Source: an optimization exercise on an open RTL-to-GDS flow (aim: small area). Production flows keep margins and buffers that such runs may drop.
At most, simulation tests tie the RTL to the original design; equivalence was not proved.
No functional check of the RTL was part of runs 1 and 2.

$ cat flow/flow/run.sh
#!/bin/bash
# Layout flow: the standard synthesis, then a netlist pass (flow/fixinv.py)
# that sets cells to their smallest drive strength and removes inverters
# around full adders (function unchanged, registers untouched), then the
# standard ORFS flow with minimum-size port buffers and power recovery
# (downsizing of non-critical cells) after global routing.
set -euo pipefail
R=orfs/results/${FLOW_PLATFORM}/Top/base
LIB=${FLOW_HOME}/platforms/${FLOW_PLATFORM}/lib/sky130_fd_sc_hd__tt_025C_1v80.lib
bash standard.sh synth > synth_make.log 2>&1
python3 flow/fixinv.py "$R/1_2_yosys.v" "$R/1_2_yosys.fixinv.v" --downsize "$LIB" > fixinv.log 2>&1
cp "$R/1_2_yosys.v" "$R/1_2_yosys.orig.v"
cp "$R/1_2_yosys.fixinv.v" "$R/1_2_yosys.v"
rm -f "$R/1_synth.odb" "$R/1_synth.sdc"
export BUFFER_PORTS_ARGS="-buffer_cell sky130_fd_sc_hd__buf_1"
export RECOVER_POWER=100
bash standard.sh finish > layout_make.log 2>&1
$ cat flow/flow/fixinv.py
#!/usr/bin/env python3
"""Removes inverters around full adders in a Yosys netlist.

A full adder is self-dual: FA(~a, ~b, ~c) = (~sum, ~cout). Yosys's extract_fa
often builds adders whose inputs and outputs pass through inverters. This
script treats every inverter as a literal (net, phase), chooses for every
full adder whether to flip it (feed it complemented inputs, which
complements both outputs), and then re-inserts one inverter per net whose
complement is still needed. The netlist's function is unchanged; registers
and all other cells are kept as they are.

With --downsize LIB, every cell is first set to the smallest drive strength
of its family in the liberty file (the layout's repair steps size cells up
where timing or slew needs it).

usage: fixinv.py in.v out.v [--downsize LIB]
"""
import re, sys, random

OUTPINS = {"X", "Y", "Q", "Q_N", "SUM", "COUT", "HI", "LO"}
src = open(sys.argv[1]).read()
if "--downsize" in sys.argv:
    lib = open(sys.argv[sys.argv.index("--downsize") + 1]).read()
    area = {m.group(1): float(m.group(2)) for m in re.finditer(
        r'cell\s*\(\s*"?(sky130_fd_sc_hd__\w+)"?\s*\)\s*\{.*?area\s*:\s*([\d.]+)', lib, re.S)}
    fam = {}
    for c, a in area.items():
        mm = re.match(r"(.*)_(\d+)$", c)
        if mm: fam.setdefault(mm.group(1), []).append((a, 0 if mm.group(2) == "1" else 1, c))
    def small(c):
        mm = re.match(r"(.*)_(\d+)$", c)
        if not mm or mm.group(1) not in fam: return c
        return min(fam[mm.group(1)])[2]
    nd = [0]
    def rep(m):
        c = small(m.group(1))
        if c != m.group(1): nd[0] += 1
        return m.group(0).replace(m.group(1), c, 1)
    src = re.sub(r"^\s*(sky130_fd_sc_hd__\w+)\s", rep, src, flags=re.M)
    sys.stderr.write(f"fixinv: downsized {nd[0]} cells\n")
inst_re = re.compile(r"^(\s*)(sky130_fd_sc_hd__\w+)\s+(\S+)\s*\((.*?)\);\n", re.S | re.M)
pin_re = re.compile(r"\.(\w+)\(\s*(.*?)\s*\)(?=\s*[,)]|\s*$)", re.S)

insts = []
for m in inst_re.finditer(src):
    body = m.group(4)
    pins = [(p, n.strip()) for p, n in re.findall(r"\.(\w+)\(([^()]*)\)", body)]
    insts.append({"span": m.span(), "type": m.group(2), "name": m.group(3), "pins": pins})

def is_inv(t): return re.match(r"sky130_fd_sc_hd__(inv|clkinv)_\d+$", t) is not None
def is_fa(t): return re.match(r"sky130_fd_sc_hd__fa_\d+$", t) is not None

# literal of a net: follow inverter chains to a non-inverter driver
inv_of = {}            # inverter output net -> input net
for it in insts:
    if is_inv(it["type"]):
        d = dict(it["pins"]); inv_of[d["Y"]] = d["A"]
def lit(n):
    ph = 0
    seen = 0
    while n in inv_of:
        n = inv_of[n]; ph ^= 1; seen += 1
        if seen > 1000: raise SystemExit("inverter loop")
    return (n, ph)

fas = [it for it in insts if is_fa(it["type"])]
others = [it for it in insts if not is_inv(it["type"])]
fa_out = {}            # base net -> fa index (nets driven by FA outputs)
for i, it in enumerate(fas):
    for p, n in it["pins"]:
        if p in OUTPINS: fa_out[n] = i

# consumers: list of (inst, pin, literal); FA inputs depend on flip
# ports: output port nets must be driven with their literal
port_outs = []
hdr = src[:src.index(");") + 2]
m = re.search(r"module\s+\w+\s*\((.*?)\);", src, re.S)
outs_decl = re.findall(r"^\s*output\s+(\[\d+:\d+\])?\s*(\w+);", src, re.M)
out_nets = set()
for rng, name in outs_decl:
    if rng:
        a, b = map(int, rng[1:-1].split(":"))
        for k in range(min(a, b), max(a, b) + 1): out_nets.add(f"{name}[{k}]")
    else:
        out_nets.add(name)
# a net that is an output port and driven by an inverter: keep it as is
cons = []   # (kind, idx, pin, literal)
for i, it in enumerate(insts):
    if is_inv(it["type"]):
        d = dict(it["pins"])
        if d["Y"] in out_nets:
            cons.append(("port", i, "Y", lit(d["Y"])))
        continue
    for p, n in it["pins"]:
        if p in OUTPINS: continue
        cons.append(("fa" if is_fa(it["type"]) else "cell", i, p, lit(n)))

fa_index = {id(it): k for k, it in enumerate(fas)}
def phys_phase(base, flip):
    k = fa_out.get(base)
    return flip[k] if k is not None else 0

def needed(flip):
    need = set()
    for kind, i, p, (base, ph) in cons:
        req = ph
        if kind == "fa":
            req ^= flip[fa_index[id(insts[i])]]
        if req != phys_phase(base, flip):
            need.add(base)
    return need

flip = [0] * len(fas)
best = len(needed(flip))
start = best
random.seed(1)
improved = True
while improved:
    improved = False
    for k in range(len(fas)):
        flip[k] ^= 1
        c = len(needed(flip))
        if c < best:
            best = c; improved = True
        else:
            flip[k] ^= 1
# a few rounds of pair moves
for _ in range(3):
    improved = False
    for k in range(len(fas)):
        for l in range(k + 1, len(fas)):
            flip[k] ^= 1; flip[l] ^= 1
            c = len(needed(flip))
            if c < best:
                best = c; improved = True
            else:
                flip[k] ^= 1; flip[l] ^= 1
    if not improved: break

need = needed(flip)
def esc(n): return n + " " if n.startswith("\\") else n
invnet = {}
newwires = []
newinsts = []
for k, base in enumerate(sorted(need)):
    nn = f"fixinv_n{k}"
    invnet[base] = nn
    newwires.append(f"  wire {nn};\n")
    newinsts.append(f"  sky130_fd_sc_hd__inv_1 fixinv_i{k} (\n    .A({esc(base)}),\n    .Y({nn})\n  );\n")

def net_for(base, req, flip):
    if req == phys_phase(base, flip): return base
    return invnet[base]

# rewrite instances
out = []
pos = 0
ci = 0
cons_by = {}
for kind, i, p, l in cons:
    cons_by[(i, p)] = (kind, l)
for i, it in enumerate(insts):
    a, b = it["span"]
    out.append(src[pos:a]); pos = b
    if is_inv(it["type"]):
        d = dict(it["pins"])
        if d["Y"] in out_nets:
            base, ph = lit(d["Y"])
            n = net_for(base, ph, flip)
            # drive the port with a buffer-free inverter pair is avoided: use inverter of the literal's complement
            if n == base:
                # need: port = literal(base, ph) and base carries ph physically -> port must equal base
                out.append(f"  sky130_fd_sc_hd__buf_1 {it['name']} (\n    .A({esc(base)}),\n    .X({esc(d['Y'])})\n  );\n")
            else:
                out.append(f"  sky130_fd_sc_hd__inv_1 {it['name']} (\n    .A({esc(base)}),\n    .Y({esc(d['Y'])})\n  );\n")
        continue
    pins = []
    fl = flip[fa_index[id(it)]] if is_fa(it["type"]) else 0
    for p, n in it["pins"]:
        if p in OUTPINS:
            pins.append((p, n)); continue
        kind, (base, ph) = cons_by[(i, p)]
        pins.append((p, net_for(base, ph ^ fl, flip)))
    body = ",\n".join(f"    .{p}({esc(n)})" for p, n in pins)
    out.append(f"  {it['type']} {it['name']} (\n{body}\n  );\n")
out.append(src[pos:])
res = "".join(out)
# declare new wires after the last wire declaration, new cells before endmodule
idx = res.rfind("endmodule")
res = res[:idx] + "".join(newinsts) + res[idx:]
m = list(re.finditer(r"^\s*wire .*;\n", res, re.M))[-1]
res = res[:m.end()] + "".join(newwires) + res[m.end():]
open(sys.argv[2], "w").write(res)
ninv0 = sum(1 for it in insts if is_inv(it["type"]))
sys.stderr.write(f"fixinv: {len(fas)} full adders, {sum(flip)} flipped; inverters {ninv0} -> {len(need)}\n")
$ cat flow/standard.sh
#!/bin/bash
# synth_recipe.tcl (not shown) runs the flow's synth.tcl, then flattens the netlist and writes it again
# the make line also repeats each setting of config.mk as NAME=value (left out here)
make -C /OpenROAD-flow-scripts/flow DESIGN_CONFIG=/design/flow/config.mk WORK_HOME=/design/flow/orfs CLKGATE_MAP_FILE= SYNTH_SCRIPT=/design/flow/synth_recipe.tcl "${@:-finish}"
$ cat flow/config.mk
export PLATFORM = sky130hd
export DESIGN_NAME = Top
export DESIGN_NICKNAME = Top
export VERILOG_FILES = /design/flow/design.v
export SDC_FILE = /design/flow/constraint.sdc
export NUM_CORES = 4
export LEC_CHECK = 0
export CAP_MARGIN = 20
export CORE_MARGIN = 2
export CORE_UTILIZATION = 40
export CTS_BUF_LIST = sky130_fd_sc_hd__clkbuf_8
export GPL_TIMING_DRIVEN = 0
export SLEW_MARGIN = 20
$ cat flow/constraint.sdc
create_clock -name core_clock -period 12.0 [get_ports {i_clk}]
set_input_delay 2.4000 -clock core_clock [delete_from_list [all_inputs] [get_ports {i_clk}]]
set_output_delay 2.4000 -clock core_clock [all_outputs]
set_load 0.01 [all_outputs]
$ cat flow/design.v
module Top(
	input i_clk,
	input i_rst,
	input i_start,
	input [31:0] i_init,
	output [3:0] o_random_out,
	output o_idle
);
  localparam M = 23;
  logic [31:0] s;
  logic        c;
  logic        raw;
  logic        idle;
  logic [8:0]  r;
  logic [5:0]  q;
  logic [3:0]  show;
  assign o_random_out = show;
  assign o_idle = idle;
  wire [31:0] ns = ~s;
  wire        nc = ~c;
  wire        hi_ones = &s[30:M];
  wire        a = s[31] ^ (c & hi_ones);
  wire        ones = (&s[M-1:1]) & (&s[30:M+1]) & (s[M] ^ c);
  wire        corner = ones & (s[0] | a);
  wire        e1  = a & ~raw;
  wire        ne1 = ~e1;
  wire        t31 = raw ? s[31] : (c & hi_ones);
  wire [31:0] prod;
  wire        prod_c;
  wire ys1 = ~(ns[0] ^ e1);
  wire yc2 = ns[0] | e1;
  wire ys3 = ns[1] ^ e1 ^ yc2;
  wire yc4 = (ns[1] & e1) | (yc2 & (ns[1] ^ e1));
  wire ys5 = ns[2] ^ e1 ^ yc4;
  wire yc6 = (ns[2] & e1) | (yc4 & (ns[2] ^ e1));
  wire ys7 = s[0] ^ ns[3] ^ yc6;
  wire yc8 = (s[0] & ns[3]) | (yc6 & (s[0] ^ ns[3]));
  wire ys9 = s[1] ^ ns[4] ^ yc8;
  wire yc10 = (s[1] & ns[4]) | (yc8 & (s[1] ^ ns[4]));
  wire ys11 = s[2] ^ ns[5] ^ yc10;
  wire yc12 = (s[2] & ns[5]) | (yc10 & (s[2] ^ ns[5]));
  wire ys13 = s[3] ^ ns[6];
  wire yc14 = s[3] & ns[6];
  wire ys15 = s[4] ^ ns[7] ^ yc14;
  wire yc16 = (s[4] & ns[7]) | (yc14 & (s[4] ^ ns[7]));
  wire ys17 = s[5] ^ ns[8] ^ yc16;
  wire yc18 = (s[5] & ns[8]) | (yc16 & (s[5] ^ ns[8]));
  wire ys19 = s[6] ^ ns[9] ^ yc18;
  wire yc20 = (s[6] & ns[9]) | (yc18 & (s[6] ^ ns[9]));
  wire ys21 = s[7] ^ ns[10] ^ yc20;
  wire yc22 = (s[7] & ns[10]) | (yc20 & (s[7] ^ ns[10]));
  wire ys23 = s[8] ^ ns[11] ^ yc22;
  wire yc24 = (s[8] & ns[11]) | (yc22 & (s[8] ^ ns[11]));
  wire ys25 = s[9] ^ ns[12] ^ yc24;
  wire yc26 = (s[9] & ns[12]) | (yc24 & (s[9] ^ ns[12]));
  wire ys27 = s[10] ^ ns[13];
  wire yc28 = s[10] & ns[13];
  wire ys29 = s[11] ^ ns[14] ^ yc28;
  wire yc30 = (s[11] & ns[14]) | (yc28 & (s[11] ^ ns[14]));
  wire ys31 = s[12] ^ ns[15] ^ yc30;
  wire yc32 = (s[12] & ns[15]) | (yc30 & (s[12] ^ ns[15]));
  wire ys33 = s[13] ^ ns[16] ^ yc32;
  wire yc34 = (s[13] & ns[16]) | (yc32 & (s[13] ^ ns[16]));
  wire ys35 = s[14] ^ ns[17] ^ yc34;
  wire yc36 = (s[14] & ns[17]) | (yc34 & (s[14] ^ ns[17]));
  wire ys37 = s[15] ^ ns[18] ^ yc36;
  wire yc38 = (s[15] & ns[18]) | (yc36 & (s[15] ^ ns[18]));
  wire ys39 = s[16] ^ ns[19] ^ yc38;
  wire yc40 = (s[16] & ns[19]) | (yc38 & (s[16] ^ ns[19]));
  wire ys41 = s[17] ^ ns[20] ^ yc40;
  wire yc42 = (s[17] & ns[20]) | (yc40 & (s[17] ^ ns[20]));
  wire ys43 = s[18] ^ ns[21] ^ yc42;
  wire yc44 = (s[18] & ns[21]) | (yc42 & (s[18] ^ ns[21]));
  wire ys45 = s[19] ^ ns[22] ^ yc44;
  wire yc46 = (s[19] & ns[22]) | (yc44 & (s[19] ^ ns[22]));
  wire ys47 = s[20] ^ ns[23] ^ yc46;
  wire yc48 = (s[20] & ns[23]) | (yc46 & (s[20] ^ ns[23]));
  wire ys49 = s[21] ^ ns[24] ^ yc48;
  wire yc50 = (s[21] & ns[24]) | (yc48 & (s[21] ^ ns[24]));
  wire ys51 = s[22] ^ ns[25] ^ yc50;
  wire yc52 = (s[22] & ns[25]) | (yc50 & (s[22] ^ ns[25]));
  wire ys53 = s[23] ^ ns[26] ^ yc52;
  wire yc54 = (s[23] & ns[26]) | (yc52 & (s[23] ^ ns[26]));
  wire ys55 = s[24] ^ ns[27] ^ yc54;
  wire yc56 = (s[24] & ns[27]) | (yc54 & (s[24] ^ ns[27]));
  wire ys57 = s[25] ^ ns[28] ^ yc56;
  wire yc58 = (s[25] & ns[28]) | (yc56 & (s[25] ^ ns[28]));
  wire ys59 = s[26] ^ ns[29] ^ yc58;
  wire yc60 = (s[26] & ns[29]) | (yc58 & (s[26] ^ ns[29]));
  wire ys61 = s[27] ^ ns[30] ^ yc60;
  wire yc62 = (s[27] & ns[30]) | (yc60 & (s[27] ^ ns[30]));
  wire ys63 = ~(s[28] ^ yc62);
  wire y0_ = ys1;
  wire y1_ = ys3;
  wire y2_ = ys5;
  wire y3_ = ys7;
  wire y4_ = ys9;
  wire y5_ = ys11;
  wire y6_ = ys13;
  wire y7_ = ys15;
  wire y8_ = ys17;
  wire y9_ = ys19;
  wire y10_ = ys21;
  wire y11_ = ys23;
  wire y12_ = ys25;
  wire y13_ = ys27;
  wire y14_ = ys29;
  wire y15_ = ys31;
  wire y16_ = ys33;
  wire y17_ = ys35;
  wire y18_ = ys37;
  wire y19_ = ys39;
  wire y20_ = ys41;
  wire y21_ = ys43;
  wire y22_ = ys45;
  wire y23_ = ys47;
  wire y24_ = ys49;
  wire y25_ = ys51;
  wire y26_ = ys53;
  wire y27_ = ys55;
  wire y28_ = ys57;
  wire y29_ = ys59;
  wire y30_ = ys61;
  wire y31_ = ys63;
  wire yk6_ = yc12;
  wire yk13_ = yc26;
  wire ps65 = ns[0] ^ ne1 ^ y5_;
  wire pc66 = (ns[0] & ne1) | (y5_ & (ns[0] ^ ne1));
  wire ps67 = ns[1] ^ y6_ ^ y0_;
  wire pc68 = (ns[1] & y6_) | (y0_ & (ns[1] ^ y6_));
  wire ps69 = ps67 ^ yk6_ ^ pc66;
  wire pc70 = (ps67 & yk6_) | (pc66 & (ps67 ^ yk6_));
  wire ps71 = ns[2] ^ y7_ ^ pc68;
  wire pc72 = (ns[2] & y7_) | (pc68 & (ns[2] ^ y7_));
  wire ps73 = y1_ ^ ps71 ^ pc70;
  wire pc74 = (y1_ & ps71) | (pc70 & (y1_ ^ ps71));
  wire ps75 = ns[3] ^ y8_ ^ pc72;
  wire pc76 = (ns[3] & y8_) | (pc72 & (ns[3] ^ y8_));
  wire ps77 = y2_ ^ ps75 ^ pc74;
  wire pc78 = (y2_ & ps75) | (pc74 & (y2_ ^ ps75));
  wire ps79 = ns[4] ^ y9_ ^ pc76;
  wire pc80 = (ns[4] & y9_) | (pc76 & (ns[4] ^ y9_));
  wire ps81 = y3_ ^ ps79 ^ pc78;
  wire pc82 = (y3_ & ps79) | (pc78 & (y3_ ^ ps79));
  wire ps83 = ns[5] ^ y10_ ^ pc80;
  wire pc84 = (ns[5] & y10_) | (pc80 & (ns[5] ^ y10_));
  wire ps85 = y4_ ^ ps83 ^ pc82;
  wire pc86 = (y4_ & ps83) | (pc82 & (y4_ ^ ps83));
  wire ps87 = ns[6] ^ y11_ ^ pc84;
  wire pc88 = (ns[6] & y11_) | (pc84 & (ns[6] ^ y11_));
  wire ps89 = y5_ ^ ps87 ^ pc86;
  wire pc90 = (y5_ & ps87) | (pc86 & (y5_ ^ ps87));
  wire ps91 = ns[7] ^ y6_ ^ y12_;
  wire pc92 = (ns[7] & y6_) | (y12_ & (ns[7] ^ y6_));
  wire ps93 = ps91 ^ yk6_ ^ pc88;
  wire pc94 = (ps91 & yk6_) | (pc88 & (ps91 ^ yk6_));
  wire ps95 = ns[8] ^ y13_ ^ y7_;
  wire pc96 = (ns[8] & y13_) | (y7_ & (ns[8] ^ y13_));
  wire ps97 = ps95 ^ yk13_ ^ pc92;
  wire pc98 = (ps95 & yk13_) | (pc92 & (ps95 ^ yk13_));
  wire ps99 = s[0] ^ ns[9] ^ y14_;
  wire pc100 = (s[0] & ns[9]) | (y14_ & (s[0] ^ ns[9]));
  wire ps101 = y8_ ^ pc96 ^ ps99;
  wire pc102 = (y8_ & pc96) | (ps99 & (y8_ ^ pc96));
  wire ps103 = e1 ^ ps101 ^ pc98;
  wire pc104 = (e1 & ps101) | (pc98 & (e1 ^ ps101));
  wire ps105 = s[1] ^ ns[10] ^ y15_;
  wire pc106 = (s[1] & ns[10]) | (y15_ & (s[1] ^ ns[10]));
  wire ps107 = pc100 ^ y9_ ^ pc102;
  wire pc108 = (pc100 & y9_) | (pc102 & (pc100 ^ y9_));
  wire ps109 = ps105 ^ ps107 ^ pc104;
  wire pc110 = (ps105 & ps107) | (pc104 & (ps105 ^ ps107));
  wire ps111 = s[2] ^ ns[11] ^ y16_;
  wire pc112 = (s[2] & ns[11]) | (y16_ & (s[2] ^ ns[11]));
  wire ps113 = pc106 ^ y10_ ^ pc108;
  wire pc114 = (pc106 & y10_) | (pc108 & (pc106 ^ y10_));
  wire ps115 = ps111 ^ ps113 ^ pc110;
  wire pc116 = (ps111 & ps113) | (pc110 & (ps111 ^ ps113));
  wire ps117 = s[3] ^ ns[12] ^ y17_;
  wire pc118 = (s[3] & ns[12]) | (y17_ & (s[3] ^ ns[12]));
  wire ps119 = pc112 ^ y11_ ^ pc114;
  wire pc120 = (pc112 & y11_) | (pc114 & (pc112 ^ y11_));
  wire ps121 = ps117 ^ ps119 ^ pc116;
  wire pc122 = (ps117 & ps119) | (pc116 & (ps117 ^ ps119));
  wire ps123 = s[4] ^ ns[13] ^ y18_;
  wire pc124 = (s[4] & ns[13]) | (y18_ & (s[4] ^ ns[13]));
  wire ps125 = pc118 ^ y12_ ^ pc120;
  wire pc126 = (pc118 & y12_) | (pc120 & (pc118 ^ y12_));
  wire ps127 = ps123 ^ ps125 ^ pc122;
  wire pc128 = (ps123 & ps125) | (pc122 & (ps123 ^ ps125));
  wire ps129 = s[5] ^ ns[14] ^ y13_;
  wire pc130 = (s[5] & ns[14]) | (y13_ & (s[5] ^ ns[14]));
  wire ps131 = ps129 ^ yk13_ ^ y19_;
  wire pc132 = (ps129 & yk13_) | (y19_ & (ps129 ^ yk13_));
  wire ps133 = pc124 ^ pc126 ^ ps131;
  wire pc134 = (pc124 & pc126) | (ps131 & (pc124 ^ pc126));
  wire ps135 = s[6] ^ ns[15] ^ y14_;
  wire pc136 = (s[6] & ns[15]) | (y14_ & (s[6] ^ ns[15]));
  wire ps137 = pc130 ^ ps135 ^ y20_;
  wire pc138 = (pc130 & ps135) | (y20_ & (pc130 ^ ps135));
  wire ps139 = pc132 ^ pc134 ^ ps137;
  wire pc140 = (pc132 & pc134) | (ps137 & (pc132 ^ pc134));
  wire ps141 = s[7] ^ ns[16] ^ y15_;
  wire pc142 = (s[7] & ns[16]) | (y15_ & (s[7] ^ ns[16]));
  wire ps143 = pc136 ^ ps141 ^ y21_;
  wire pc144 = (pc136 & ps141) | (y21_ & (pc136 ^ ps141));
  wire ps145 = pc138 ^ pc140 ^ ps143;
  wire pc146 = (pc138 & pc140) | (ps143 & (pc138 ^ pc140));
  wire ps147 = s[8] ^ ns[17] ^ y16_;
  wire pc148 = (s[8] & ns[17]) | (y16_ & (s[8] ^ ns[17]));
  wire ps149 = pc142 ^ ps147 ^ y22_;
  wire pc150 = (pc142 & ps147) | (y22_ & (pc142 ^ ps147));
  wire ps151 = pc144 ^ pc146 ^ ps149;
  wire pc152 = (pc144 & pc146) | (ps149 & (pc144 ^ pc146));
  wire ps153 = s[9] ^ c ^ ns[18];
  wire pc154 = (s[9] & c) | (ns[18] & (s[9] ^ c));
  wire ps155 = ps153 ^ y17_ ^ pc148;
  wire pc156 = (ps153 & y17_) | (pc148 & (ps153 ^ y17_));
  wire ps157 = ps155 ^ y23_ ^ pc150;
  wire pc158 = (ps155 & y23_) | (pc150 & (ps155 ^ y23_));
  wire ps159 = s[10] ^ c ^ ns[19];
  wire pc160 = (s[10] & c) | (ns[19] & (s[10] ^ c));
  wire ps161 = pc154 ^ ps159 ^ y18_;
  wire pc162 = (pc154 & ps159) | (y18_ & (pc154 ^ ps159));
  wire ps163 = pc156 ^ ps161 ^ y24_;
  wire pc164 = (pc156 & ps161) | (y24_ & (pc156 ^ ps161));
  wire ps165 = s[11] ^ c ^ ns[20];
  wire pc166 = (s[11] & c) | (ns[20] & (s[11] ^ c));
  wire ps167 = pc160 ^ ps165 ^ y19_;
  wire pc168 = (pc160 & ps165) | (y19_ & (pc160 ^ ps165));
  wire ps169 = pc162 ^ ps167 ^ y25_;
  wire pc170 = (pc162 & ps167) | (y25_ & (pc162 ^ ps167));
  wire ps171 = s[12] ^ ns[21] ^ pc166;
  wire pc172 = (s[12] & ns[21]) | (pc166 & (s[12] ^ ns[21]));
  wire ps173 = ps171 ^ y20_ ^ pc168;
  wire pc174 = (ps171 & y20_) | (pc168 & (ps171 ^ y20_));
  wire ps175 = ps173 ^ y26_ ^ pc170;
  wire pc176 = (ps173 & y26_) | (pc170 & (ps173 ^ y26_));
  wire ps177 = s[13] ^ ns[22] ^ pc172;
  wire pc178 = (s[13] & ns[22]) | (pc172 & (s[13] ^ ns[22]));
  wire ps179 = ps177 ^ y21_ ^ pc174;
  wire pc180 = (ps177 & y21_) | (pc174 & (ps177 ^ y21_));
  wire ps181 = ps179 ^ y27_ ^ pc176;
  wire pc182 = (ps179 & y27_) | (pc176 & (ps179 ^ y27_));
  wire ps183 = s[14] ^ c ^ ns[23];
  wire pc184 = (s[14] & c) | (ns[23] & (s[14] ^ c));
  wire ps185 = ps183 ^ pc178 ^ y22_;
  wire pc186 = (ps183 & pc178) | (y22_ & (ps183 ^ pc178));
  wire ps187 = pc180 ^ ps185 ^ y28_;
  wire pc188 = (pc180 & ps185) | (y28_ & (pc180 ^ ps185));
  wire ps189 = s[15] ^ ns[24] ^ pc184;
  wire pc190 = (s[15] & ns[24]) | (pc184 & (s[15] ^ ns[24]));
  wire ps191 = ps189 ^ y23_ ^ pc186;
  wire pc192 = (ps189 & y23_) | (pc186 & (ps189 ^ y23_));
  wire ps193 = ps191 ^ y29_ ^ pc188;
  wire pc194 = (ps191 & y29_) | (pc188 & (ps191 ^ y29_));
  wire ps195 = s[16] ^ c ^ ns[25];
  wire pc196 = (s[16] & c) | (ns[25] & (s[16] ^ c));
  wire ps197 = ps195 ^ pc190 ^ y24_;
  wire pc198 = (ps195 & pc190) | (y24_ & (ps195 ^ pc190));
  wire ps199 = pc192 ^ ps197 ^ y30_;
  wire pc200 = (pc192 & ps197) | (y30_ & (pc192 ^ ps197));
  wire ps201 = s[17] ^ c ^ ns[26];
  wire ps203 = pc196 ^ ps201 ^ t31;
  wire ps205 = ps203 ^ y25_ ^ pc198;
  wire ps207 = ps205 ^ y31_ ^ pc200;
  wire ps209 = ps93 ^ pc90;
  wire pc210 = ps93 & pc90;
  wire ps211 = ps97 ^ pc94 ^ pc210;
  wire pc212 = (ps97 & pc94) | (pc210 & (ps97 ^ pc94));
  wire ps213 = ps103 ^ pc212;
  wire pc214 = ps103 & pc212;
  wire ps215 = ps109 ^ pc214;
  wire pc216 = ps109 & pc214;
  wire ps217 = ps115 ^ pc216;
  wire pc218 = ps115 & pc216;
  wire ps219 = ps121 ^ pc218;
  wire pc220 = ps121 & pc218;
  wire ps221 = ps127 ^ pc220;
  wire pc222 = ps127 & pc220;
  wire ps223 = ps133 ^ pc128 ^ pc222;
  wire pc224 = (ps133 & pc128) | (pc222 & (ps133 ^ pc128));
  wire ps225 = ps139 ^ pc224;
  wire pc226 = ps139 & pc224;
  wire ps227 = ps145 ^ pc226;
  wire pc228 = ps145 & pc226;
  wire ps229 = ps151 ^ pc228;
  wire pc230 = ps151 & pc228;
  wire ps231 = ps157 ^ pc152;
  wire pc232 = ps157 & pc152;
  wire ps233 = pc158 ^ pc232 ^ ps163;
  wire pc234 = (pc158 & pc232) | (ps163 & (pc158 ^ pc232));
  wire ps235 = pc164 ^ ps169 ^ pc234;
  wire pc236 = (pc164 & ps169) | (pc234 & (pc164 ^ ps169));
  wire ps237 = ps175 ^ pc236;
  wire pc238 = ps175 & pc236;
  wire ps239 = pc238 ^ ps181;
  wire pc240 = pc238 & ps181;
  wire ps241 = pc182 ^ pc240 ^ ps187;
  wire pc242 = (pc182 & pc240) | (ps187 & (pc182 ^ pc240));
  wire ps243 = ps193 ^ pc242;
  wire pc244 = ps193 & pc242;
  wire ps245 = pc194 ^ pc244 ^ ps199;
  wire pc246 = (pc194 & pc244) | (ps199 & (pc194 ^ pc244));
  wire ps247 = ps207 ^ pc246;
  assign prod = {ps247, ps245, ps243, ps241, ps239, ps237, ps235, ps233, ps231, ps229, ps227, ps225, ps223, ps221, ps219, ps217, ps215, ps213, ps211, ps209, ps89, ps85, ps81, ps77, ps73, ps69, ps65, y4_, y3_, y2_, y1_, y0_};
  assign prod_c = pc230;
  wire        ovr = corner & ~raw;
  wire [31:0] s_next = ovr ? ((a & s[0]) ? 32'd16807 : 32'd0) : prod;
  wire        c_next = prod_c & ~ovr;
  localparam [23:0] HM = {24{1'b1}} << M;
  localparam [23:0] MK = ~(24'd1 << M);
  wire        inc24 = c & (&(s[23:0] | ~HM));
  wire        low_ones = (&(s[23:0] | ~MK)) & (s[M] ^ c);
  wire        cy24 = inc24 | (a & low_ones);
  wire [3:0]  num = corner ? 4'd0 : (s[27:24] + {3'd0, cy24});
  wire r0 = (r == 9'd0);
  wire rlast = (r == 9'd33);
  wire [8:0] r_step = {r[7:0], ~(r[8] ^ r[4])};
  logic hq;
  always_comb begin
    hq = 1'b0;
    if (q >= 6'd1 && q <= 6'd20) hq = 1'b1;
    if (q >= 6'd22 && q <= 6'd40 && !q[0]) hq = 1'b1;
    if (q == 6'd45 || q == 6'd50 || q == 6'd55 || q == 6'd60) hq = 1'b1;
  end
  wire endpt = r0 & (q == 6'd20 || q == 6'd40 || q == 6'd60);
  wire fin   = r0 & (q == 6'd60);
  wire sample = ~idle & r0 & hq;
  wire clr = idle | (i_start & ~endpt);
  always_ff @(posedge i_clk) begin
    if (~i_rst) begin
      s <= i_init;
      c <= 1'b0;
      raw <= 1'b1;
      idle <= 1'b1;
      show <= 4'd0;
    end else begin
      s <= s_next;
      c <= c_next;
      raw <= 1'b0;
      idle <= idle ? ~i_start : fin;
      if (sample) show <= num;
    end
  end
  always_ff @(posedge i_clk) begin
    if (clr) begin
      r <= 9'd0;
      q <= 6'd0;
    end else if (rlast) begin
      r <= 9'd0;
      q <= q + 6'd1;
    end else begin
      r <= r_step;
    end
  end
endmodule
==> results.yml, run 1 <==
flow_run:
  cap_violations: 0
worst_setup_path:
  crit_fanout: 7
  startpoint_type: "flip-flop"
  worstSetupEndpointType: "flip-flop"
  required_ns: 12.23
  slowest_stage: "dfxtp_1"
  crit_path_max_incr_delay_ns: 0.56
  criticalPathCategory: "flip-flop to flip-flop"
  crit_top_cell: "fa_1"
  arrival_ns: 9.96
place:
  dp_cells: 578
  portBuffers: 38
  dp_hpwl_um: 9017
  gp_congestion: 0.9194
  dp_slack_ns: 2.264
floorplanning:
  ios: 40
  initial_core_util_pct: 41.16
  die_h_um: 112.6
  num_rows: 39
  fp.dieW_um: 112.6
  die-area_um2: 12680
  core_um2: 11470
finish:
  fillerInstances: 1049
  insertedDiodeCount: 0
  fin_nets: 604
  area_growth_syn_to_layout_pct: 8.934
  finalNonFillerCells: 586
  drive_gt1_share_pct: 1.806
global_routing:
  grt_overflow: 0
  antenna_found_initial: 0
  grt_pass1_wl_um: 17930
  grt_max_degree: 18
  grt_usage_pct: 18.32
  grt_pass1_vias: 3392
routing:
  via_per_inst: 5.172
  first_pass_iters: 4
  wl_per_cell_um: 18.20
  drc_errors: 0
  finalWirelength_um: 10670
  drt-initial-drc-count: 127
  antenna_left: 0
  via_count: 3031
timing:
  setup_violations: 0
  fin_crit_sh_pct: 81.11
  fmax_ghz: 0.1027
  min_period_ns: 9.734
  finalHoldViolCount: 0
  fin_worst_skew_ns: 0.008582
  finalWorstSetupSlack_ns: 2.266
  slew_violations: 0
  tightestPinTransition_ns: 1.367
  rsz0062_at_grt: "false"
  relSlewSlack_pct: 8.028
  fin_setup_tns_ns: 0
synthesis:
  ys_warn_count: 1
  netlist_instances: 397
  syn_area_per_cell_um2: 11.89
  syn_area_um2: 4720
clocking:
  htreeDepth: 2
  cts_resized: 0
  clk_pin_slew_ns: 0.11
  cts_tree: "done"
  cts_root_buf: "clkbuf_8"
  cts_num_sinks: 54
  cts_made_buffers: 5
  clock_path_buffers: 2
  clk-insertion-delay-late_ns: 0.32
  postCtsSetupRepairBufs: 0
  hold_buffers: 0
outcome:
  outcome: "complete, no violations"
hold_path:
  hp-class: "flip-flop to flip-flop"
-- sequential cells by signal, summed over array words and instances (netlist names) --
name	flops
c	1
q	6
show	4
s	32
r	9
raw	1
idle	1
-- through the flow --
| stage | util, % | instance area, um^2 | hold WS (ns) |
|---|---|---|---|
| 2_1_floorplan | - | 4720 | 0.4385 |
| 3_3_place_gp | 43.96 | 5041 | 0.4488 |
| 3_5_place_dp | 44.02 | 5047 | 0.4558 |
| 4_1_cts | 44.89 | 5147 | 0.4714 |
| 5_1_grt | 44.83 | 5141 | 0.4788 |
| 6_report | 44.83 | 5141 | 0.4662 |
-- cell type report --
cell class / instances / area, um^2 / share of cell area [%]
Buffer: 13 / 48.80 / 0.9491
Clock buffer: 6 / 82.58 / 1.606
Clock inverter: 2 / 17.52 / 0.3407
Inverter: 64 / 240.2 / 4.673
Multi-Input combinational cell: 266 / 3349 / 65.15
Sequential cell: 54 / 1081 / 21.03
Tap cell: 143 / 178.9 / 3.480
Timing Repair Buffer: 38 / 142.6 / 2.774
-- metal layers --
layer	track usage [%]	up-vias	wire [um]
met5	0	-	0
met4	5.041	0	191
met3	3.348	14	556
met2	29.82	91	4968
met1	25.35	1534	4951
li1	-	1392	-
-- worst paths after layout --
path	end	slack [ns]	depth (start not counted)	start
worst max register to register	s[22]	2.27	29	c
worst min register to register	show[1]	0.47	2	show[1]
worst min-delay path	show[1]	0.47	2	show[1]
worst max-delay path	s[22]	2.27	29	c
-- cells in the final DEF, fill, tap and decap left out, drive strengths merged, types with 2 or more instances in the layout --
cell type,n
o2bb2ai,4
clkbuf,15
and2,3
dfxtp,54
nand4,10
ha,25
a22o,21
nand2,15
buf,42
nor2,9
xor2,6
a21oi,3
nor2b,6
mux2i,8
a221o,8
fa,102
a31oi,2
xnor2,12
nor4,6
nand3,5
nor3,4
nand2b,2
inv,64
o21ai,3
clkinv,2
-- critical path: cells and delay by family, from the launching register on --
| kind | cells | cell delay (ns) |
|---|---|---|
| fa+ha+maj | 23 | 7.43 |
| simple gates | 2 | 0.79 |
| compound gates | 1 | 0.20 |
| xor+xnor | 1 | 0.23 |
| buf+inv | 2 | 0.42 |
| flops | 1 | 0.56 |
==> run 2, diff against run 1 <==
--- a/flow/design.v
+++ b/flow/design.v
@@ -313,7 +313,8 @@
   wire        inc24 = c & (&(s[23:0] | ~HM));
   wire        low_ones = (&(s[23:0] | ~MK)) & (s[M] ^ c);
   wire        cy24 = inc24 | (a & low_ones);
-  wire [3:0]  num = corner ? 4'd0 : (s[27:24] + {3'd0, cy24});
+  wire [3:0]  ninc = {cy24 & s[24] & s[25] & s[26], cy24 & s[24] & s[25], cy24 & s[24], cy24};
+  wire [3:0]  num = corner ? 4'd0 : (s[27:24] ^ ninc);
   wire r0 = (r == 9'd0);
   wire rlast = (r == 9'd33);
   wire [8:0] r_step = {r[7:0], ~(r[8] ^ r[4])};
@@ -343,15 +344,14 @@
       if (sample) show <= num;
     end
   end
+  wire [5:0] qt;
+  assign qt[0] = rlast;
+  genvar gi;
+  generate for (gi = 1; gi < 6; gi = gi + 1) begin : g_qt
+    assign qt[gi] = qt[gi-1] & q[gi-1];
+  end endgenerate
   always_ff @(posedge i_clk) begin
-    if (clr) begin
-      r <= 9'd0;
-      q <= 6'd0;
-    end else if (rlast) begin
-      r <= 9'd0;
-      q <= q + 6'd1;
-    end else begin
-      r <= r_step;
-    end
+    r <= (clr | rlast) ? 9'd0 : r_step;
+    q <= clr ? 6'd0 : (q ^ qt);
   end
 endmodule
==> flow/flow/run.sh (replaced) <==
#!/bin/bash
# Layout flow: the standard synthesis, then a netlist pass (flow/fixinv.py)
# that sets cells to their smallest drive strength and removes inverters
# around full adders (function unchanged, registers untouched), then the
# standard ORFS flow with minimum-size port buffers and a clock tree
# without dummy balancing loads; the buffers ABC inserted are removed at
# floorplan (the repair steps add buffers where needed).
set -euo pipefail
R=orfs/results/${FLOW_PLATFORM}/Top/base
LIB=${FLOW_HOME}/platforms/${FLOW_PLATFORM}/lib/sky130_fd_sc_hd__tt_025C_1v80.lib
bash standard.sh synth > synth_make.log 2>&1
python3 flow/fixinv.py "$R/1_2_yosys.v" "$R/1_2_yosys.fixinv.v" --downsize "$LIB" > fixinv.log 2>&1
cp "$R/1_2_yosys.v" "$R/1_2_yosys.orig.v"
cp "$R/1_2_yosys.fixinv.v" "$R/1_2_yosys.v"
rm -f "$R/1_synth.odb" "$R/1_synth.sdc"
export BUFFER_PORTS_ARGS="-buffer_cell sky130_fd_sc_hd__buf_1"
export REMOVE_ABC_BUFFERS=1
export CTS_ARGS="-sink_clustering_enable -repair_clock_nets -dont_use_dummy_load -buf_list sky130_fd_sc_hd__clkbuf_8"
bash standard.sh finish > layout_make.log 2>&1
--- a/flow/flow/fixinv.py
+++ b/flow/flow/fixinv.py
@@ -110,33 +110,43 @@
             need.add(base)
     return need
 
-flip = [0] * len(fas)
-best = len(needed(flip))
-start = best
-random.seed(1)
-improved = True
-while improved:
-    improved = False
-    for k in range(len(fas)):
-        flip[k] ^= 1
-        c = len(needed(flip))
-        if c < best:
-            best = c; improved = True
-        else:
+def descend(flip):
+    best = len(needed(flip))
+    improved = True
+    while improved:
+        improved = False
+        for k in range(len(fas)):
             flip[k] ^= 1
-# a few rounds of pair moves
-for _ in range(3):
-    improved = False
-    for k in range(len(fas)):
-        for l in range(k + 1, len(fas)):
-            flip[k] ^= 1; flip[l] ^= 1
             c = len(needed(flip))
             if c < best:
                 best = c; improved = True
             else:
-                flip[k] ^= 1; flip[l] ^= 1
-    if not improved: break
-
+                flip[k] ^= 1
+        if not improved:
+            for k in range(len(fas)):
+                for l in range(k + 1, len(fas)):
+                    flip[k] ^= 1; flip[l] ^= 1
+                    c = len(needed(flip))
+                    if c < best:
+                        best = c; improved = True
+                        break
+                    flip[k] ^= 1; flip[l] ^= 1
+                if improved: break
+    return best
+
+random.seed(1)
+flip = [0] * len(fas)
+start = len(needed(flip))
+best = descend(flip)
+bestflip = list(flip)
+for it in range(40):
+    f2 = list(bestflip)
+    for k in random.sample(range(len(fas)), max(1, len(fas) // 8)):
+        f2[k] ^= 1
+    c = descend(f2)
+    if c < best:
+        best, bestflip = c, f2
+flip = bestflip
 need = needed(flip)
 def esc(n): return n + " " if n.startswith("\\") else n
 invnet = {}
--- a/flow/config.mk
+++ b/flow/config.mk
@@ -8,6 +8,5 @@
 export CAP_MARGIN = 20
 export CORE_MARGIN = 2
 export CORE_UTILIZATION = 40
-export CTS_BUF_LIST = sky130_fd_sc_hd__clkbuf_8
 export GPL_TIMING_DRIVEN = 0
 export SLEW_MARGIN = 20
==> run 2 against run 1 <==
Still clean. Core utilization is 1.0 points lower. Die area shrank 2.8%. Count of clock-buffer cells in the layout fell by 1. Largest cell class unchanged.
==> results.yml, run 2 <==
finish:
  area_growth_syn_to_layout_pct: 7.867
  final_common_cell: "fa_1"
  largest_reg_flops: 32
  fin_nets: 565
  drive_gt1_share_pct: 2.000
  layout_common_cells: "fa_1, dfxtp_1, inv_1, buf_1, ha_1"
  insertedDiodeCount: 0
  fin_util_pct: 43.83
  regMostFlops: "s"
  largestRegisters: "s: 32 flops, r: 9 flops, q: 6 flops"
  fillerInstances: 1066
  design_area_um2: 4941
place:
  placed_area_um2: 4865
  portBuffers: 39
  gp_congestion: 0.8981
  dp_slack_ns: 1.769
  dp_hpwl_um: 8319
synthesis:
  ys_warn_count: 1
  syn_area_um2: 4581
  netlist_instances: 367
  syn_area_per_cell_um2: 12.48
clocking:
  hold_buffers: 0
  cts_num_sinks: 54
  cts_root_buf: "clkbuf_8"
  htreeDepth: 2
  clock_path_buffers: 2
  cts_tree: "done"
  postCtsSetupRepairBufs: 0
  cts_resized: 0
  cts_made_buffers: 5
  clk_pin_slew_ns: 0.08
  clk-insertion-delay-late_ns: 0.33
worst_setup_path:
  r2r_setup_slack_ns: 1.82
  worstSetupEndpointType: "flip-flop"
  crit_fanout: 10
  startpoint: "c"
  crit_top_cell: "fa_1"
  criticalPathCategory: "flip-flop to flip-flop"
  crit-reg2reg-launch: "c"
  startpoint_type: "flip-flop"
  required_ns: 12.20
  slowest_stage: "dfxtp_1"
  reg2reg_to: "s[22]"
  crit_path_max_incr_delay_ns: 0.69
  r2r_cells: 30
  arrival_ns: 10.37
global_routing:
  grt_pass1_vias: 3368
  use_met2_pct: 30.35
  top_usage_layer: "met2"
  grt_pass1_wl_um: 17260
  grt_overflow: 0
  met3_usage_pct: 4.155
  grt_max_degree: 35
  gr-usage-met1_pct: 24.54
  grt_usage_pct: 18.10
  antenna_found_initial: 0
hold_path:
  min_from: "show[1]"
  min_path_cells: 2
  hold-path-endpoint: "show[1]"
  hp-class: "flip-flop to flip-flop"
floorplanning:
  num_rows: 39
  die-area_um2: 12320
  die_h_um: 111.0
  ios: 40
  fp.dieW_um: 111.0
  core_um2: 11270
  initial_core_util_pct: 40.64
timing:
  fin_crit_sh_pct: 84.79
  rsz0062_at_grt: "false"
  finalWorstSetupSlack_ns: 1.825
  setup_violations: 0
  finalHoldViolCount: 0
  fin_worst_skew_ns: 0.03051
  min_period_ns: 10.18
  fin_setup_tns_ns: 0
  fmax_ghz: 0.09828
  relSlewSlack_pct: 50.57
  tightestPinTransition_ns: 0.7353
  slew_violations: 0
routing:
  drt-initial-drc-count: 204
  first_pass_iters: 4
  finalWirelength_um: 10080
  via_per_inst: 5.236
  via_count: 2843
  drc_errors: 0
  wl_per_cell_um: 18.57
  antenna_left: 0
outcome:
  outcome: "complete, no violations"
flow_run:
  cap_violations: 0
==> run 2: critical path: cells and delay by family (launching register included) <==
family,cells,cell delay (ns)
AOI/OAI and AO/OA,1,0.19
adders and majority gates,24,8.19
and+or+nand+nor,3,0.69
buffers and inverters,1,0.05
xor gates and xnor gates,1,0.23
DFF,1,0.69
==> run 2: worst max-delay path by stage <==
stage | endpoint | slack [ns] | cells after the start
after floorplan | s[22] | 2.47 | 30
after global placement | s[22] | 1.88 | 30
after detailed placement | s[22] | 1.77 | 30
after CTS | s[22] | 1.74 | 30
after global routing | s[22] | 1.31 | 30
final | s[22] | 1.82 | 30
==> run 2: cell type report <==
class | count | area, um^2 | area share [%]
well taps | 143 | 178.9 | 3.621
multi-input cells | 258 | 3301 | 66.80
inverters | 44 | 165.2 | 3.343
flip-flops and latches | 54 | 1081 | 21.88
clock buffers | 5 | 68.82 | 1.393
repair buffers | 39 | 146.4 | 2.963
==> run 2: per-layer routing <==
metal | share of wire [%] | up-vias
met4 | 1.2 | 0
met2 | 48 | 83
li1 | - | 1302
met5 | 0 | -
met3 | 7.2 | 11
met1 | 43 | 1447
==> run 2: stage by stage <==
stage	hold slack, ns	cells
4_1_cts	0.4681	543
5_1_grt	0.4934	543
3_5_place_dp	0.4510	538
3_3_place_gp	0.4458	538
2_1_floorplan	0.4302	356
6_report	0.4630	543
==> run 3, diff against run 2 <==
--- a/flow/design.v
+++ b/flow/design.v
@@ -6,7 +6,7 @@
 	output [3:0] o_random_out,
 	output o_idle
 );
-  localparam M = 23;
+  localparam M = 20;
   logic [31:0] s;
   logic        c;
   logic        raw;
@@ -194,40 +194,40 @@
   wire pc132 = (ps129 & yk13_) | (y19_ & (ps129 ^ yk13_));
   wire ps133 = pc124 ^ pc126 ^ ps131;
   wire pc134 = (pc124 & pc126) | (ps131 & (pc124 ^ pc126));
-  wire ps135 = s[6] ^ ns[15] ^ y14_;
-  wire pc136 = (s[6] & ns[15]) | (y14_ & (s[6] ^ ns[15]));
-  wire ps137 = pc130 ^ ps135 ^ y20_;
-  wire pc138 = (pc130 & ps135) | (y20_ & (pc130 ^ ps135));
-  wire ps139 = pc132 ^ pc134 ^ ps137;
-  wire pc140 = (pc132 & pc134) | (ps137 & (pc132 ^ pc134));
-  wire ps141 = s[7] ^ ns[16] ^ y15_;
-  wire pc142 = (s[7] & ns[16]) | (y15_ & (s[7] ^ ns[16]));
-  wire ps143 = pc136 ^ ps141 ^ y21_;
-  wire pc144 = (pc136 & ps141) | (y21_ & (pc136 ^ ps141));
-  wire ps145 = pc138 ^ pc140 ^ ps143;
-  wire pc146 = (pc138 & pc140) | (ps143 & (pc138 ^ pc140));
-  wire ps147 = s[8] ^ ns[17] ^ y16_;
-  wire pc148 = (s[8] & ns[17]) | (y16_ & (s[8] ^ ns[17]));
-  wire ps149 = pc142 ^ ps147 ^ y22_;
-  wire pc150 = (pc142 & ps147) | (y22_ & (pc142 ^ ps147));
-  wire ps151 = pc144 ^ pc146 ^ ps149;
-  wire pc152 = (pc144 & pc146) | (ps149 & (pc144 ^ pc146));
-  wire ps153 = s[9] ^ c ^ ns[18];
-  wire pc154 = (s[9] & c) | (ns[18] & (s[9] ^ c));
-  wire ps155 = ps153 ^ y17_ ^ pc148;
-  wire pc156 = (ps153 & y17_) | (pc148 & (ps153 ^ y17_));
-  wire ps157 = ps155 ^ y23_ ^ pc150;
-  wire pc158 = (ps155 & y23_) | (pc150 & (ps155 ^ y23_));
-  wire ps159 = s[10] ^ c ^ ns[19];
-  wire pc160 = (s[10] & c) | (ns[19] & (s[10] ^ c));
-  wire ps161 = pc154 ^ ps159 ^ y18_;
-  wire pc162 = (pc154 & ps159) | (y18_ & (pc154 ^ ps159));
-  wire ps163 = pc156 ^ ps161 ^ y24_;
-  wire pc164 = (pc156 & ps161) | (y24_ & (pc156 ^ ps161));
+  wire ps135 = s[6] ^ c ^ ns[15];
+  wire pc136 = (s[6] & c) | (ns[15] & (s[6] ^ c));
+  wire ps137 = ps135 ^ y14_ ^ pc130;
+  wire pc138 = (ps135 & y14_) | (pc130 & (ps135 ^ y14_));
+  wire ps139 = ps137 ^ y20_ ^ pc132;
+  wire pc140 = (ps137 & y20_) | (pc132 & (ps137 ^ y20_));
+  wire ps141 = s[7] ^ c ^ ns[16];
+  wire pc142 = (s[7] & c) | (ns[16] & (s[7] ^ c));
+  wire ps143 = pc136 ^ ps141 ^ y15_;
+  wire pc144 = (pc136 & ps141) | (y15_ & (pc136 ^ ps141));
+  wire ps145 = pc138 ^ ps143 ^ y21_;
+  wire pc146 = (pc138 & ps143) | (y21_ & (pc138 ^ ps143));
+  wire ps147 = s[8] ^ c ^ ns[17];
+  wire pc148 = (s[8] & c) | (ns[17] & (s[8] ^ c));
+  wire ps149 = pc142 ^ ps147 ^ y16_;
+  wire pc150 = (pc142 & ps147) | (y16_ & (pc142 ^ ps147));
+  wire ps151 = pc144 ^ ps149 ^ y22_;
+  wire pc152 = (pc144 & ps149) | (y22_ & (pc144 ^ ps149));
+  wire ps153 = s[9] ^ ns[18] ^ pc148;
+  wire pc154 = (s[9] & ns[18]) | (pc148 & (s[9] ^ ns[18]));
+  wire ps155 = ps153 ^ y17_ ^ pc150;
+  wire pc156 = (ps153 & y17_) | (pc150 & (ps153 ^ y17_));
+  wire ps157 = ps155 ^ y23_ ^ pc152;
+  wire pc158 = (ps155 & y23_) | (pc152 & (ps155 ^ y23_));
+  wire ps159 = s[10] ^ ns[19] ^ pc154;
+  wire pc160 = (s[10] & ns[19]) | (pc154 & (s[10] ^ ns[19]));
+  wire ps161 = ps159 ^ y18_ ^ pc156;
+  wire pc162 = (ps159 & y18_) | (pc156 & (ps159 ^ y18_));
+  wire ps163 = ps161 ^ y24_ ^ pc158;
+  wire pc164 = (ps161 & y24_) | (pc158 & (ps161 ^ y24_));
   wire ps165 = s[11] ^ c ^ ns[20];
   wire pc166 = (s[11] & c) | (ns[20] & (s[11] ^ c));
-  wire ps167 = pc160 ^ ps165 ^ y19_;
-  wire pc168 = (pc160 & ps165) | (y19_ & (pc160 ^ ps165));
+  wire ps167 = ps165 ^ pc160 ^ y19_;
+  wire pc168 = (ps165 & pc160) | (y19_ & (ps165 ^ pc160));
   wire ps169 = pc162 ^ ps167 ^ y25_;
   wire pc170 = (pc162 & ps167) | (y25_ & (pc162 ^ ps167));
   wire ps171 = s[12] ^ ns[21] ^ pc166;
@@ -236,16 +236,16 @@
   wire pc174 = (ps171 & y20_) | (pc168 & (ps171 ^ y20_));
   wire ps175 = ps173 ^ y26_ ^ pc170;
   wire pc176 = (ps173 & y26_) | (pc170 & (ps173 ^ y26_));
-  wire ps177 = s[13] ^ ns[22] ^ pc172;
-  wire pc178 = (s[13] & ns[22]) | (pc172 & (s[13] ^ ns[22]));
-  wire ps179 = ps177 ^ y21_ ^ pc174;
-  wire pc180 = (ps177 & y21_) | (pc174 & (ps177 ^ y21_));
-  wire ps181 = ps179 ^ y27_ ^ pc176;
-  wire pc182 = (ps179 & y27_) | (pc176 & (ps179 ^ y27_));
+  wire ps177 = s[13] ^ c ^ ns[22];
+  wire pc178 = (s[13] & c) | (ns[22] & (s[13] ^ c));
+  wire ps179 = ps177 ^ pc172 ^ y21_;
+  wire pc180 = (ps177 & pc172) | (y21_ & (ps177 ^ pc172));
+  wire ps181 = pc174 ^ ps179 ^ y27_;
+  wire pc182 = (pc174 & ps179) | (y27_ & (pc174 ^ ps179));
   wire ps183 = s[14] ^ c ^ ns[23];
   wire pc184 = (s[14] & c) | (ns[23] & (s[14] ^ c));
-  wire ps185 = ps183 ^ pc178 ^ y22_;
-  wire pc186 = (ps183 & pc178) | (y22_ & (ps183 ^ pc178));
+  wire ps185 = pc178 ^ ps183 ^ y22_;
+  wire pc186 = (pc178 & ps183) | (y22_ & (pc178 ^ ps183));
   wire ps187 = pc180 ^ ps185 ^ y28_;
   wire pc188 = (pc180 & ps185) | (y28_ & (pc180 ^ ps185));
   wire ps189 = s[15] ^ ns[24] ^ pc184;
@@ -254,57 +254,56 @@
   wire pc192 = (ps189 & y23_) | (pc186 & (ps189 ^ y23_));
   wire ps193 = ps191 ^ y29_ ^ pc188;
   wire pc194 = (ps191 & y29_) | (pc188 & (ps191 ^ y29_));
-  wire ps195 = s[16] ^ c ^ ns[25];
-  wire pc196 = (s[16] & c) | (ns[25] & (s[16] ^ c));
-  wire ps197 = ps195 ^ pc190 ^ y24_;
-  wire pc198 = (ps195 & pc190) | (y24_ & (ps195 ^ pc190));
-  wire ps199 = pc192 ^ ps197 ^ y30_;
-  wire pc200 = (pc192 & ps197) | (y30_ & (pc192 ^ ps197));
-  wire ps201 = s[17] ^ c ^ ns[26];
-  wire ps203 = pc196 ^ ps201 ^ t31;
-  wire ps205 = ps203 ^ y25_ ^ pc198;
-  wire ps207 = ps205 ^ y31_ ^ pc200;
-  wire ps209 = ps93 ^ pc90;
-  wire pc210 = ps93 & pc90;
-  wire ps211 = ps97 ^ pc94 ^ pc210;
-  wire pc212 = (ps97 & pc94) | (pc210 & (ps97 ^ pc94));
-  wire ps213 = ps103 ^ pc212;
-  wire pc214 = ps103 & pc212;
-  wire ps215 = ps109 ^ pc214;
-  wire pc216 = ps109 & pc214;
-  wire ps217 = ps115 ^ pc216;
-  wire pc218 = ps115 & pc216;
-  wire ps219 = ps121 ^ pc218;
-  wire pc220 = ps121 & pc218;
-  wire ps221 = ps127 ^ pc220;
-  wire pc222 = ps127 & pc220;
-  wire ps223 = ps133 ^ pc128 ^ pc222;
-  wire pc224 = (ps133 & pc128) | (pc222 & (ps133 ^ pc128));
-  wire ps225 = ps139 ^ pc224;
-  wire pc226 = ps139 & pc224;
-  wire ps227 = ps145 ^ pc226;
-  wire pc228 = ps145 & pc226;
-  wire ps229 = ps151 ^ pc228;
-  wire pc230 = ps151 & pc228;
-  wire ps231 = ps157 ^ pc152;
-  wire pc232 = ps157 & pc152;
-  wire ps233 = pc158 ^ pc232 ^ ps163;
-  wire pc234 = (pc158 & pc232) | (ps163 & (pc158 ^ pc232));
-  wire ps235 = pc164 ^ ps169 ^ pc234;
-  wire pc236 = (pc164 & ps169) | (pc234 & (pc164 ^ ps169));
-  wire ps237 = ps175 ^ pc236;
-  wire pc238 = ps175 & pc236;
-  wire ps239 = pc238 ^ ps181;
-  wire pc240 = pc238 & ps181;
-  wire ps241 = pc182 ^ pc240 ^ ps187;
-  wire pc242 = (pc182 & pc240) | (ps187 & (pc182 ^ pc240));
-  wire ps243 = ps193 ^ pc242;
-  wire pc244 = ps193 & pc242;
-  wire ps245 = pc194 ^ pc244 ^ ps199;
-  wire pc246 = (pc194 & pc244) | (ps199 & (pc194 ^ pc244));
-  wire ps247 = ps207 ^ pc246;
-  assign prod = {ps247, ps245, ps243, ps241, ps239, ps237, ps235, ps233, ps231, ps229, ps227, ps225, ps223, ps221, ps219, ps217, ps215, ps213, ps211, ps209, ps89, ps85, ps81, ps77, ps73, ps69, ps65, y4_, y3_, y2_, y1_, y0_};
-  assign prod_c = pc230;
+  wire ps195 = s[16] ^ ns[25] ^ pc190;
+  wire pc196 = (s[16] & ns[25]) | (pc190 & (s[16] ^ ns[25]));
+  wire ps197 = ps195 ^ y24_ ^ pc192;
+  wire pc198 = (ps195 & y24_) | (pc192 & (ps195 ^ y24_));
+  wire ps199 = ps197 ^ y30_ ^ pc194;
+  wire pc200 = (ps197 & y30_) | (pc194 & (ps197 ^ y30_));
+  wire ps201 = s[17] ^ ns[26] ^ pc196;
+  wire ps203 = t31 ^ ps201 ^ y25_;
+  wire ps205 = pc198 ^ ps203 ^ y31_;
+  wire ps207 = ps93 ^ pc90;
+  wire pc208 = ps93 & pc90;
+  wire ps209 = ps97 ^ pc94 ^ pc208;
+  wire pc210 = (ps97 & pc94) | (pc208 & (ps97 ^ pc94));
+  wire ps211 = ps103 ^ pc210;
+  wire pc212 = ps103 & pc210;
+  wire ps213 = ps109 ^ pc212;
+  wire pc214 = ps109 & pc212;
+  wire ps215 = ps115 ^ pc214;
+  wire pc216 = ps115 & pc214;
+  wire ps217 = ps121 ^ pc216;
+  wire pc218 = ps121 & pc216;
+  wire ps219 = ps127 ^ pc218;
+  wire pc220 = ps127 & pc218;
+  wire ps221 = ps133 ^ pc128 ^ pc220;
+  wire pc222 = (ps133 & pc128) | (pc220 & (ps133 ^ pc128));
+  wire ps223 = pc134 ^ ps139;
+  wire pc224 = pc134 & ps139;
+  wire ps225 = pc140 ^ pc224 ^ ps145;
+  wire pc226 = (pc140 & pc224) | (ps145 & (pc140 ^ pc224));
+  wire ps227 = pc146 ^ ps151 ^ pc226;
+  wire pc228 = (pc146 & ps151) | (pc226 & (pc146 ^ ps151));
+  wire ps229 = ps157 ^ pc228;
+  wire pc230 = ps157 & pc228;
+  wire ps231 = pc230 ^ ps163;
+  wire pc232 = pc230 & ps163;
+  wire ps233 = pc164 ^ pc232 ^ ps169;
+  wire pc234 = (pc164 & pc232) | (ps169 & (pc164 ^ pc232));
+  wire ps235 = ps175 ^ pc234;
+  wire pc236 = ps175 & pc234;
+  wire ps237 = pc176 ^ pc236 ^ ps181;
+  wire pc238 = (pc176 & pc236) | (ps181 & (pc176 ^ pc236));
+  wire ps239 = pc182 ^ ps187 ^ pc238;
+  wire pc240 = (pc182 & ps187) | (pc238 & (pc182 ^ ps187));
+  wire ps241 = ps193 ^ pc240;
+  wire pc242 = ps193 & pc240;
+  wire ps243 = pc242 ^ ps199;
+  wire pc244 = pc242 & ps199;
+  wire ps245 = pc200 ^ ps205 ^ pc244;
+  assign prod = {ps245, ps243, ps241, ps239, ps237, ps235, ps233, ps231, ps229, ps227, ps225, ps223, ps221, ps219, ps217, ps215, ps213, ps211, ps209, ps207, ps89, ps85, ps81, ps77, ps73, ps69, ps65, y4_, y3_, y2_, y1_, y0_};
+  assign prod_c = pc222;
   wire        ovr = corner & ~raw;
   wire [31:0] s_next = ovr ? ((a & s[0]) ? 32'd16807 : 32'd0) : prod;
   wire        c_next = prod_c & ~ovr;
@@ -313,8 +312,7 @@
   wire        inc24 = c & (&(s[23:0] | ~HM));
   wire        low_ones = (&(s[23:0] | ~MK)) & (s[M] ^ c);
   wire        cy24 = inc24 | (a & low_ones);
-  wire [3:0]  ninc = {cy24 & s[24] & s[25] & s[26], cy24 & s[24] & s[25], cy24 & s[24], cy24};
-  wire [3:0]  num = corner ? 4'd0 : (s[27:24] ^ ninc);
+  wire [3:0]  num = corner ? 4'd0 : (s[27:24] + {3'd0, cy24});
   wire r0 = (r == 9'd0);
   wire rlast = (r == 9'd33);
   wire [8:0] r_step = {r[7:0], ~(r[8] ^ r[4])};
@@ -344,14 +342,15 @@
       if (sample) show <= num;
     end
   end
-  wire [5:0] qt;
-  assign qt[0] = rlast;
-  genvar gi;
-  generate for (gi = 1; gi < 6; gi = gi + 1) begin : g_qt
-    assign qt[gi] = qt[gi-1] & q[gi-1];
-  end endgenerate
   always_ff @(posedge i_clk) begin
-    r <= (clr | rlast) ? 9'd0 : r_step;
-    q <= clr ? 6'd0 : (q ^ qt);
+    if (clr) begin
+      r <= 9'd0;
+      q <= 6'd0;
+    end else if (rlast) begin
+      r <= 9'd0;
+      q <= q + 6'd1;
+    end else begin
+      r <= r_step;
+    end
   end
 endmodule
==> flow/flow/run.sh (replaced) <==
#!/bin/bash
# Layout flow: the standard synthesis, then a netlist pass (flow/fixinv.py)
# that sets cells to their smallest drive strength and removes inverters
# around full adders (function unchanged, registers untouched), then the
# standard ORFS flow with minimum-size port buffers and power recovery
# (downsizing of non-critical cells) after global routing.
set -euo pipefail
R=orfs/results/${FLOW_PLATFORM}/Top/base
LIB=${FLOW_HOME}/platforms/${FLOW_PLATFORM}/lib/sky130_fd_sc_hd__tt_025C_1v80.lib
bash standard.sh synth > synth_make.log 2>&1
python3 flow/fixinv.py "$R/1_2_yosys.v" "$R/1_2_yosys.fixinv.v" --downsize "$LIB" > fixinv.log 2>&1
cp "$R/1_2_yosys.v" "$R/1_2_yosys.orig.v"
cp "$R/1_2_yosys.fixinv.v" "$R/1_2_yosys.v"
rm -f "$R/1_synth.odb" "$R/1_synth.sdc"
export BUFFER_PORTS_ARGS="-buffer_cell sky130_fd_sc_hd__buf_1"
export RECOVER_POWER=100
bash standard.sh finish > layout_make.log 2>&1
--- a/flow/flow/fixinv.py
+++ b/flow/flow/fixinv.py
@@ -110,43 +110,33 @@
             need.add(base)
     return need
 
-def descend(flip):
-    best = len(needed(flip))
-    improved = True
-    while improved:
-        improved = False
-        for k in range(len(fas)):
+flip = [0] * len(fas)
+best = len(needed(flip))
+start = best
+random.seed(1)
+improved = True
+while improved:
+    improved = False
+    for k in range(len(fas)):
+        flip[k] ^= 1
+        c = len(needed(flip))
+        if c < best:
+            best = c; improved = True
+        else:
             flip[k] ^= 1
+# a few rounds of pair moves
+for _ in range(3):
+    improved = False
+    for k in range(len(fas)):
+        for l in range(k + 1, len(fas)):
+            flip[k] ^= 1; flip[l] ^= 1
             c = len(needed(flip))
             if c < best:
                 best = c; improved = True
             else:
-                flip[k] ^= 1
-        if not improved:
-            for k in range(len(fas)):
-                for l in range(k + 1, len(fas)):
-                    flip[k] ^= 1; flip[l] ^= 1
-                    c = len(needed(flip))
-                    if c < best:
-                        best = c; improved = True
-                        break
-                    flip[k] ^= 1; flip[l] ^= 1
-                if improved: break
-    return best
+                flip[k] ^= 1; flip[l] ^= 1
+    if not improved: break
 
-random.seed(1)
-flip = [0] * len(fas)
-start = len(needed(flip))
-best = descend(flip)
-bestflip = list(flip)
-for it in range(40):
-    f2 = list(bestflip)
-    for k in random.sample(range(len(fas)), max(1, len(fas) // 8)):
-        f2[k] ^= 1
-    c = descend(f2)
-    if c < best:
-        best, bestflip = c, f2
-flip = bestflip
 need = needed(flip)
 def esc(n): return n + " " if n.startswith("\\") else n
 invnet = {}
--- a/flow/config.mk
+++ b/flow/config.mk
@@ -8,5 +8,6 @@
 export CAP_MARGIN = 20
 export CORE_MARGIN = 2
 export CORE_UTILIZATION = 40
+export CTS_BUF_LIST = sky130_fd_sc_hd__clkbuf_8
 export GPL_TIMING_DRIVEN = 0
 export SLEW_MARGIN = 20
==> run 3 against run 2 <==
Still clean. Count of clock-buffer cells in the layout did not move. Die area up 1.9%. Sequential cell count unchanged. Worst hold slack better by 0.013 ns. Highest routed layer unchanged.
==> results.yml, run 3 <==
timing:
  relSlewSlack_pct: 17.75
  fin_setup_tns_ns: 0
  min_period_ns: 9.351
  slew_violations: 0
  tightestPinTransition_ns: 1.223
  rsz0062_at_grt: "false"
  fmax_ghz: 0.1069
  finalHoldViolCount: 0
  setup_violations: 0
  fin_crit_sh_pct: 77.93
  fin_worst_skew_ns: 0.009145
  holdWs_ns: 0.4755
flow_run:
  cap_violations: 0
global_routing:
  grt_usage_pct: 18.53
  grt_overflow: 0
  grt_pass1_wl_um: 17680
  grt_pass1_vias: 3293
  antenna_found_initial: 0
  grt_max_degree: 20
synthesis:
  netlist_instances: 390
  ys_warn_count: 1
  syn_area_um2: 4669
  syn_area_per_cell_um2: 11.97
worst_setup_path:
  crit_fanout: 5
  crit-reg2reg-launch: "s[26]"
  r2r_cells: 28
  startpoint: "s[26]"
  slowest_stage: "fa_1"
  crit_path_end: "s[19]"
  criticalPathCategory: "flip-flop to flip-flop"
  crit_path_max_incr_delay_ns: 0.54
  crit_top_cell: "fa_1"
  startpoint_type: "flip-flop"
  arrival_ns: 9.62
  reg2reg_to: "s[19]"
  r2r_setup_slack_ns: 2.65
  required_ns: 12.26
  worstSetupEndpointType: "flip-flop"
clocking:
  cts_tree: "done"
  cts_root_buf: "clkbuf_8"
  hold_buffers: 0
  htreeDepth: 2
  cts_resized: 0
  clock_path_buffers: 2
  clk_pin_slew_ns: 0.11
  cts_made_buffers: 5
  cts_num_sinks: 54
  clk-insertion-delay-late_ns: 0.33
  postCtsSetupRepairBufs: 0
place:
  gp_congestion: 0.9005
  portBuffers: 39
  dp_hpwl_um: 8916
finish:
  fin_nets: 597
  largestRegisters: "s: 32 flops, r: 9 flops, q: 6 flops"
  regArea_um2: 1081
  layout_common_cells: "fa_1, inv_1, dfxtp_1, buf_1"
  insertedDiodeCount: 0
  regMostFlops: "s"
  multi_input_area_um2: 3322
  final_common_cell: "fa_1"
  fillerInstances: 1105
  drive_gt1_share_pct: 1.831
  largest_reg_flops: 32
  area_growth_syn_to_layout_pct: 9.003
routing:
  via_per_inst: 5.078
  met1_length_um: 4872
  wl_per_cell_um: 18.44
  wl_met3_um: 460
  via_count: 2945
  finalWirelength_um: 10690
  top_layer: "met4"
  dr_wl_met2_um: 5167
  antenna_left: 0
  drt-initial-drc-count: 126
  drc_errors: 0
  first_pass_iters: 4
hold_path:
  hp-class: "flip-flop to flip-flop"
floorplanning:
  ios: 40
  die_h_um: 112.0
  fp.dieW_um: 112.0
  core_um2: 11420
  die-area_um2: 12550
  num_rows: 39
  initial_core_util_pct: 40.89
outcome:
  outcome: "complete, no violations"
run 3: area by class of cell:
type / count / share of cell area (%)
repair buffers: 39 / 2.876
plain buffers: 11 / 0.8112
flip-flops and latches: 54 / 21.24
clock inverters: 3 / 0.5162
multi-input cells: 265 / 65.27
inverters: 60 / 4.425
well taps: 143 / 3.515
clock buffers: 5 / 1.352
run 3: layer usage:
metal	vias to the layer above	GRT usage, %
met5	-	0
met4	0	5.203
met3	13	3.834
met2	63	29.78
met1	1503	25.86
li1	1366	-
run 3: how the worst min path moves through the flow:
stage,from,endpoint,depth (start not counted)
floorplan,r[2],r[3],1
finish,r[3],r[4],1
global route,r[2],r[3],1
detailed placement,r[3],r[4],1
CTS,r[3],r[4],1
global placement,r[1],r[2],1
run 3: critical path: cells and delay by family (launching register included):
| kind | cells | cell delay, ns |
|---|---|---|
| AOI/OAI and AO/OA | 2 | 0.42 |
| adders and majority gates | 20 | 7.04 |
| buffers and inverters | 2 | 0.26 |
| DFF | 1 | 0.49 |
| and+or+nand+nor | 4 | 1.07 |
run 3: through the flow:
stage	utilization, %	worst slack, ns	cells	area [um^2]
5_1_grt	44.58	2.192	580	5090
2_1_floorplan	-	3.647	390	4669
6_report	44.58	2.649	580	5090
3_3_place_gp	43.74	3.050	572	4995
3_5_place_dp	43.80	2.916	572	5001
4_1_cts	44.63	2.857	580	5096

[port drivers added, routing unchanged]
The flow's constraints put no driver on any port. The routed layouts listed below were extracted and timed again, unchanged, in two steps.
Step 1: set_driving_cell puts a clkbuf_16 on i_clk and a buf_2 on each other input, an assumption about the parent block.
Step 2 moves the port delays by t, midway between the first and last clock arrival at a register: inputs arrive t later, outputs are due t later. That takes back most of the time a late clock gives input paths.
Three values: no drivers, after step 1, after step 2; two values: the first two.
run	t (ns)	setup WS [ns]	clock arrival spread, ns	slew at the worst register clock pin (ns)	worst slew at a driven data input, ns
run 1	0.349	2.266 / 2.266 / 2.266	0.009 / 0.009	0.11 / 0.11	0.03
run 2	0.343	1.825 / 1.825 / 1.825	0.031 / 0.032	0.12 / 0.12	0.05
run 3	0.361	2.649 / 2.649 / 2.649	0.009 / 0.009	0.11 / 0.11	0.03
After both steps setup and hold are still met in every run listed.
